This is an optimization exercise on Yosys and OpenROAD, whose aim is small area and a short achievable clock period, not a production implementation.
In this exercise RTL edits were held to simulation tests only and were not proved equivalent to the original.
Power figures rest on the tool's default switching activity, not on a simulated workload.

### flow/design.v
module trash_compactor_part1 (
    input clk,
    input rst,
    input [31:0] data_in,  
    input op,
    input valid_in,
    output ready,
    output reg finished,
    output reg [63:0] result  
);
    localparam DATA_WIDTH = 16;
    localparam RESULT_WIDTH = 64;
    localparam NUM_ELEMENTS = 1000;
    localparam CHUNK1 = 1'b0;
    localparam CHUNK2 = 1'b1;
    reg word_cnt;
    reg [63:0] buffer;
    reg input_ready;
    reg buffer_op;
    reg stage1_valid;
    reg [DATA_WIDTH-1:0] stage1_line1;
    reg [DATA_WIDTH-1:0] stage1_line2;
    reg [DATA_WIDTH-1:0] stage1_line3;
    reg [DATA_WIDTH-1:0] stage1_line4;
    reg stage1_op;
    reg stage2_valid;
    reg [RESULT_WIDTH/2-1:0] stage2_result1;
    reg [RESULT_WIDTH/2-1:0] stage2_result2;
    reg stage2_op;
    reg stage3_valid;
    reg [RESULT_WIDTH-1:0] stage3_result;
    reg [DATA_WIDTH-1:0] stage3_low1;
    reg [DATA_WIDTH-1:0] stage3_low2;
    reg [DATA_WIDTH-1:0] stage3_high1;
    reg [DATA_WIDTH-1:0] stage3_high2;
    reg stage3_op;
    reg stage4_valid;
    reg [RESULT_WIDTH-1:0] stage4_result;
    reg [RESULT_WIDTH/2-1:0] stage4_hh;
    reg [RESULT_WIDTH/2-1:0] stage4_hl;
    reg [RESULT_WIDTH/2-1:0] stage4_lh;
    reg [RESULT_WIDTH/2-1:0] stage4_ll;
    reg stage4_op;
    reg stage5_valid;
    reg [RESULT_WIDTH-1:0] stage5_result;
    reg [RESULT_WIDTH-1:0] stage5_hh;
    reg [RESULT_WIDTH-1:0] stage5_hl;
    reg [RESULT_WIDTH-1:0] stage5_lh;
    reg [RESULT_WIDTH-1:0] stage5_ll;
    reg stage5_op;
    reg stage6_valid;
    reg [RESULT_WIDTH-1:0] stage6_result;
    reg [RESULT_WIDTH-1:0] sum_accumulator;
    reg [31:0] count_valid;
    assign ready = 1'b1;
    function [15:0] bcd_to_binary;
        input [15:0] bcd;
        reg [3:0] d3, d2, d1, d0;
        begin
            d3 = bcd[15:12];
            d2 = bcd[11:8];
            d1 = bcd[7:4];
            d0 = bcd[3:0];
            if(d2 == 0 && d1 == 0 && d0 == 0) begin
                bcd_to_binary = d3;
            end else if(d1 == 0 && d0 == 0) begin
                bcd_to_binary = d3 * 10 + d2;
            end else if(d0 == 0) begin
                bcd_to_binary = d3 * 100 + d2 * 10 + d1;
            end else begin
                bcd_to_binary = d3 * 1000 + d2 * 100 + d1 * 10 + d0;
            end
        end
    endfunction
    always @(posedge clk) begin
        if (rst) begin
            word_cnt <= CHUNK1;
            input_ready <= 0;
            buffer <= 64'b0;
            buffer_op <= 0;
        end else begin
            input_ready <= 0;
            if (valid_in) begin
                if (word_cnt == CHUNK1) begin
                    buffer[31:0] <= data_in;
                    buffer_op <= op;
                    word_cnt <= CHUNK2;
                end else begin
                    buffer[63:32] <= data_in;
                    word_cnt <= CHUNK1;
                    input_ready <= 1;
                end
            end
        end
    end
    always @(posedge clk) begin
        if (rst) begin
            stage1_valid <= 0;
        end else begin
            stage1_valid <= input_ready;
            if (input_ready) begin
                stage1_line1 <= bcd_to_binary(buffer[15:0]);
                stage1_line2 <= bcd_to_binary(buffer[31:16]);
                stage1_line3 <= bcd_to_binary(buffer[47:32]);
                stage1_line4 <= bcd_to_binary(buffer[63:48]);
                stage1_op <= buffer_op;
            end
        end
    end
    always @(posedge clk) begin
        if (rst) begin
            stage2_valid <= 0;
            stage2_result1 <= 0;
            stage2_result2 <= 0;
        end else begin
            stage2_valid <= stage1_valid;
            if (stage1_valid) begin
                if (stage1_op == 1'b0) begin
                    stage2_result1 <= stage1_line1 * stage1_line2;
                    stage2_result2 <= stage1_line3 * stage1_line4;
                end else begin
                    stage2_result1 <= stage1_line1 + stage1_line2;
                    stage2_result2 <= stage1_line3 + stage1_line4;
                end
                stage2_op <= stage1_op;
            end
        end
    end
    always @(posedge clk) begin
        if (rst) begin
            stage3_valid <= 0;
            stage3_result <= 0;
            stage3_low1 <= 0;
            stage3_low2 <= 0;
            stage3_high1 <= 0;
            stage3_high2 <= 0;
        end else begin
            stage3_valid <= stage2_valid;
            if (stage2_valid) begin
                if (stage2_op == 1'b0) begin
                    stage3_low1 <= stage2_result1[15:0];
                    stage3_high1 <= stage2_result1[31:16];
                    stage3_low2 <= stage2_result2[15:0];
                    stage3_high2 <= stage2_result2[31:16];
                end else begin
                    stage3_result <= stage2_result1 + stage2_result2;
                end
                stage3_op <= stage2_op;
            end
        end
    end
    always @(posedge clk) begin
        if (rst) begin
            stage4_valid <= 0;
            stage4_result <= 0;
            stage4_hh <= 0;
            stage4_hl <= 0;
            stage4_lh <= 0;
            stage4_ll <= 0;
        end else begin
            stage4_valid <= stage3_valid;
            if (stage3_valid) begin
                if (stage3_op == 1'b0) begin
                    stage4_ll <= stage3_low1 * stage3_low2;
                    stage4_hh <= stage3_high1 * stage3_high2;
                    stage4_hl <= stage3_high1 * stage3_low2;
                    stage4_lh <= stage3_low1 * stage3_high2;
                end else begin
                    stage4_result <= stage3_result;
                end
                stage4_op <= stage3_op;
            end
        end
    end
    always @(posedge clk) begin
        if (rst) begin
            stage5_valid <= 0;
            stage5_hh <= 0;
            stage5_hl <= 0;
            stage5_lh <= 0;
            stage5_ll <= 0;
            stage5_result <= 0;
        end else begin
            stage5_valid <= stage4_valid;
            if (stage4_valid) begin
                if (stage4_op == 1'b0) begin
                    stage5_hh <= stage4_hh << 32;
                    stage5_hl <= stage4_hl << 16;
                    stage5_lh <= stage4_lh << 16;
                    stage5_ll <= stage4_ll;
                end else begin
                    stage5_result <= stage4_result;
                end
                stage5_op <= stage4_op;
            end
        end
    end
    always @(posedge clk) begin
        if (rst) begin
            stage6_valid <= 0;
            stage6_result <= 0;
        end else begin
            stage6_valid <= stage5_valid;
            if (stage5_valid) begin
                if (stage5_op == 1'b0) begin
                    stage6_result <= stage5_hh + stage5_hl + stage5_lh + stage5_ll;
                end else begin
                    stage6_result <= stage5_result;
                end
            end
        end
    end
    always @(posedge clk) begin
        if (rst) begin
            sum_accumulator <= 0;
            count_valid <= 0;
            finished <= 0;
            result <= 0;
        end else if (stage6_valid) begin
            sum_accumulator <= sum_accumulator + stage6_result;
            count_valid <= count_valid + 1;
            if (count_valid == NUM_ELEMENTS - 1) begin
                finished <= 1;
                result <= sum_accumulator + stage6_result;
            end
        end
    end
endmodule
### flow/run.sh
#!/bin/bash
# synth_recipe.tcl (not shown) runs the flow's synth.tcl, then flattens the netlist and writes it again
# the make line also repeats each setting of config.mk as NAME=value (left out here)
make -C /OpenROAD-flow-scripts/flow DESIGN_CONFIG=/design/flow/config.mk WORK_HOME=/design/flow/orfs CLKGATE_MAP_FILE= SYNTH_SCRIPT=/design/flow/synth_recipe.tcl finish
### flow/config.mk
export PLATFORM = sky130hd
export DESIGN_NAME = trash_compactor_part1
export DESIGN_NICKNAME = trash_compactor_part1
export VERILOG_FILES = /design/flow/design.v
export SDC_FILE = /design/flow/constraint.sdc
export NUM_CORES = 4
export LEC_CHECK = 0
export CAP_MARGIN = 20
export CORE_MARGIN = 2
export CORE_UTILIZATION = 40
export PLACE_DENSITY = 0.6
export SLEW_MARGIN = 20
### flow/constraint.sdc
create_clock -name core_clock -period 10.0 [get_ports {clk}]
set_input_delay 2.0000 -clock core_clock [delete_from_list [all_inputs] [get_ports {clk}]]
set_output_delay 2.0000 -clock core_clock [all_outputs]
set_load 0.01 [all_outputs]
==> summary.txt <==
==> area by class of cell <==
class | instances | area, um2
clock inverters | 50 | 613
clock buffers | 132 | 2740
well taps | 3202 | 4010
flip-flops and latches | 846 | 17600
repair buffers | 209 | 1860
fillers | 23992 | 138000
multi-input cells | 8355 | 71900
inverters | 1623 | 6090
==> critical path: cells and delay by family, from the launching register on <==
family | cells | cell delay [ns]
buf+inv | 4 | 0.58
simple gates | 3 | 0.47
xor+xnor | 1 | 0.17
compound gates | 7 | 1.60
fa+ha+maj | 7 | 3.33
flops | 1 | 0.83
==> registers in the layout, indices dropped and copies added (netlist names), 33 cells and up <==
register and count:
buffer 64, result 64, stage3_result 33, stage4_result 33
stage5_result 33, stage6_result 64, sum_accumulator 64
==> synth_stat cells (6+ instances only) <==
cell type / count / share of area (%)
ha_1: 1130 / 15
a21o_1: 195 / 1.5
and4_1: 13 / 0.12
edfxtp_1: 65 / 2.0
or2_2: 14 / 0.090
or4_1: 12 / 0.092
a22oi_1: 15 / 0.12
nand3_1: 64 / 0.33
nand2b_1: 61 / 0.39
o21ai_0: 245 / 1.3
xor2_1: 166 / 1.5
nor3b_1: 10 / 0.077
buf_1: 35 / 0.13
fa_1: 1243 / 26
nor2b_1: 73 / 0.47
o211ai_1: 34 / 0.26
or3_1: 31 / 0.20
nor3_1: 73 / 0.37
a311oi_1: 6 / 0.054
a22o_1: 75 / 0.67
a211o_1: 12 / 0.11
nor2_1: 418 / 1.6
a31oi_1: 53 / 0.34
o31a_1: 6 / 0.054
o22ai_1: 21 / 0.13
a211oi_1: 82 / 0.63
o21ai_1: 34 / 0.17
mux2i_1: 96 / 0.99
a41oi_1: 8 / 0.072
xnor2_1: 283 / 2.5
clkbuf_1: 494 / 1.9
o21bai_1: 77 / 0.59
a21oi_1: 891 / 4.6
and3_1: 27 / 0.17
nand2_1: 1918 / 7.4
nor4b_1: 6 / 0.054
nand4_1: 51 / 0.33
and2_1: 710 / 4.6
o31ai_1: 18 / 0.14
dfxtp_1: 781 / 16
nor4_1: 20 / 0.13
inv_1: 1621 / 6.2
nand3b_1: 12 / 0.092
o21a_1: 44 / 0.34
==> metal layers <==
metal,GRT usage [%],vias up,part of all wire [%]
met5,0,-,0
met4,6.16,0,2.9
met3,3.41,403,5.5
met2,37.1,1829,47
met1,29.2,37495,45
li1,-,35911,-
==> cells by family (layout without fill, tap and decap cells) <==
family | count (synthesis) | in the layout | share of synthesized area [%]
adder cells (fa/ha/maj) | 2373 | 2373 | 40.0
multiplexers | 96 | 96 | 0.985
other | 1 | 1 | 0.00385
AO/OA/AOI/OAI | 1911 | 1911 | 12.0
flip-flops | 846 | 846 | 18.0
buffers and inverters | 2155 | 2014 | 8.30
AND/OR/NAND/NOR | 3524 | 3524 | 16.6
XOR/XNOR | 450 | 450 | 4.05
==> worst paths after layout <==
check                                       from                        endpoint  slack (ns)
setup reg to reg    stage3_high2[3]$_SDFFE_PP0P_      stage4_hh[30]$_SDFFE_PP0P_        2.84
hold / removal    stage3_result[28]$_SDFFE_PP0P_  stage4_result[28]$_SDFFE_PP0P_        0.44
hold reg to reg   stage3_result[28]$_SDFFE_PP0P_  stage4_result[28]$_SDFFE_PP0P_        0.44
setup / recovery    stage3_high2[3]$_SDFFE_PP0P_      stage4_hh[30]$_SDFFE_PP0P_        2.84
==> stage by stage <==
| step | util, % | instances |
|---|---|---|
| detailed placement | 41.8 | 14233 |
| floorplan | - | 11356 |
| global placement | 41.8 | 14232 |
| finish | 43.2 | 14417 |
| global route | 43.2 | 14417 |
| CTS | 43.2 | 14415 |
==> where the power goes <==
part           internal (W)  switching [W]  leakage (nW)  total, W
Sequential          0.00344      0.0000566          6.94   0.00350
Combinational      0.000521       0.000806          41.4   0.00133
Clock               0.00218        0.00159          1.63   0.00377
==> key figures <==
CTS
  • Num CTS Buffers: 99
  • CTS tree: yes
  • Cts hold-fix bufs: 0
  • Clock slew at reported path FFs: 0.07 ns
  • Clock root cell: clkbuf_16
  • TritonCTS Sinks: 846
  • CTS resizes: 0
  • Htree depth: 3
  • Clock buffer depth: 3
  • Skew-Pair Late Insertion Delay: 0.77 ns
  • Post-CTS Setup Inserts: 0

Power
  • Power per Cell Area: 82.0 nW/um2
  • Lkg Pwr: 49.9 nW
  • Power, Total: 0.00860 W
  • Worst vdd ir: 136 uV

Yosys
  • Yosys reg bits: 846
  • Netlist Area Pre-Place: 97500 um2
  • Post-synthesis cell type count: 98
  • Yosys warns: 1
  • Post-synthesis sequential area ratio: a little under a fifth
  • Async S/R FF share, synth: 0%
  • Syn_area_per_cell: 8.59 um2
  • Primary FF master, synth: dfxtp_1
  • Cell count after synthesis: approximately 11000
  • Post-synth EDFFs: 65
  • Syn nets: about 14000

Worst setup path
  • Crit path capture type: register
  • Worst-path cell chain: buf_4 -> nand2_1 -> fa_1 -> fa_1 -> fa_1 -> fa_1 -> inv_1 -> fa_1 -> inv_1 -> fa_1 -> inv_1 -> ha_1 -> and4_1 -> a221oi_2 -> o21ai_1 -> a22oi_1 -> a21oi_1 -> o41ai_1 -> o31ai_1 -> xor2_1 -> nand2_1 -> a21oi_1
  • Worst path slowest cell: dfxtp_1
  • Crit path launch type: register
  • FF-to-FF path depth: 22
  • Required time worst endpoint: ~11 ns
  • Crit path largest cell delay: slightly above 0.8 ns
  • Crit Path Max Fanout: 19
  • Kind of critical path: register to register
  • Crit path top cell by count: fa_1
  • Arrival time worst endpoint: about 7.8 ns

Routing
  • Remaining DRCs: 0
  • Detail Route Antenna Nets: 0
  • Via count: 75638
  • 1st-pass router iterations: 8
  • Starting DRT DRC Count: 4427
  • Final Routed Wirelength: 272000 um
  • Routed wire length per instance: 18.9 um
  • Via density: 5.25

Timing
  • Final setup TNS: 0 ns
  • Slew Viols, Final: 0
  • Final Hold Vio Count: 0
  • Final worst slack: roughly 2.8 ns
  • Rel. slew slack: 29.6%
  • Final worst-path cycle share: roughly 72%
  • Unrepaired setup endpoints after global routing: false
  • Max Clk Rate: 0.140 GHz
  • Worst Tran Pin Value: approximately 1.1 ns
  • Final setup violation count: 0
  • Hold_ws: about 0.44 ns
  • Minimum clock period: 7.16 ns
  • Worst clock skew: 0.0358 ns

Layout
  • Area growth from synthesis to layout: 7.53%
  • Diode count: 0
  • Commonest non-fill, non-tap cell in the layout: nand2_1
  • Final net count: 13543
  • Most frequent cells in the layout: nand2_1 (1918), inv_1 (1621), fa_1 (1243), ha_1 (1130), a21oi_1 (890)
  • Layout cells sized above 1: between 3 and 4%
  • Post-route cell area: 105000 um2

Placement
  • Worst slack at placement: just under 3 ns
  • Dpl cell area: 101000 um2
  • Port bufs: 100
  • DP Wirelength: between 200000 and 250000 um
  • RePlAce Congestion: 0.902

GRT
  • GRT Residual Overflow: 0
  • First-pass GRT wire length: 440000 um
  • Vias in the first global route: 78959
  • Gr usage total: 22.0%
  • Largest net degree at the start of global routing: 222
  • Initial antenna violation count: 2

Floorplan
  • Initial core utilization: 40.2%
  • Core ar.: 243000 um2
  • Row cnt: around 180
  • Die Area: 248000 um2
  • Die X: roughly 500 um
  • IO Pins: 102
  • Die Ht: 498 um

Job
  • Max-cap violations: 0

Hold path
  • Hold crit path type: register to register
  • Hold Path Depth: 2

Status
  • Status: finished clean

-- separate check: timing with driven ports --
The flow's constraints put no driver on any port. The routed layout listed below was extracted and timed again, unchanged, in two steps. Step 1: set_driving_cell puts a clkbuf_16 on clk and a buf_2 on each other input, an assumption about the parent block. Step 2 moves the port delays by t, midway between the first and last clock arrival at a register: inputs arrive t later, outputs are due t later. That takes back most of the time a late clock gives input paths. Slacks: ideal / step 1 / step 2; pairs: ideal / step 1.
t (ns): 0.849
slack for setup (ns): 2.843 / 2.843 / 2.843
worst hold slack (ns): 0.440 / 0.440 / 0.440
latest minus earliest clock arrival (ns): 0.046 / 0.045
worst slew at a driven data input, ns: 0.09
After both steps setup and hold are still met in this run. The setup slack of this run moves by 0.000 ns with the drivers and by 0.000 ns with both steps.
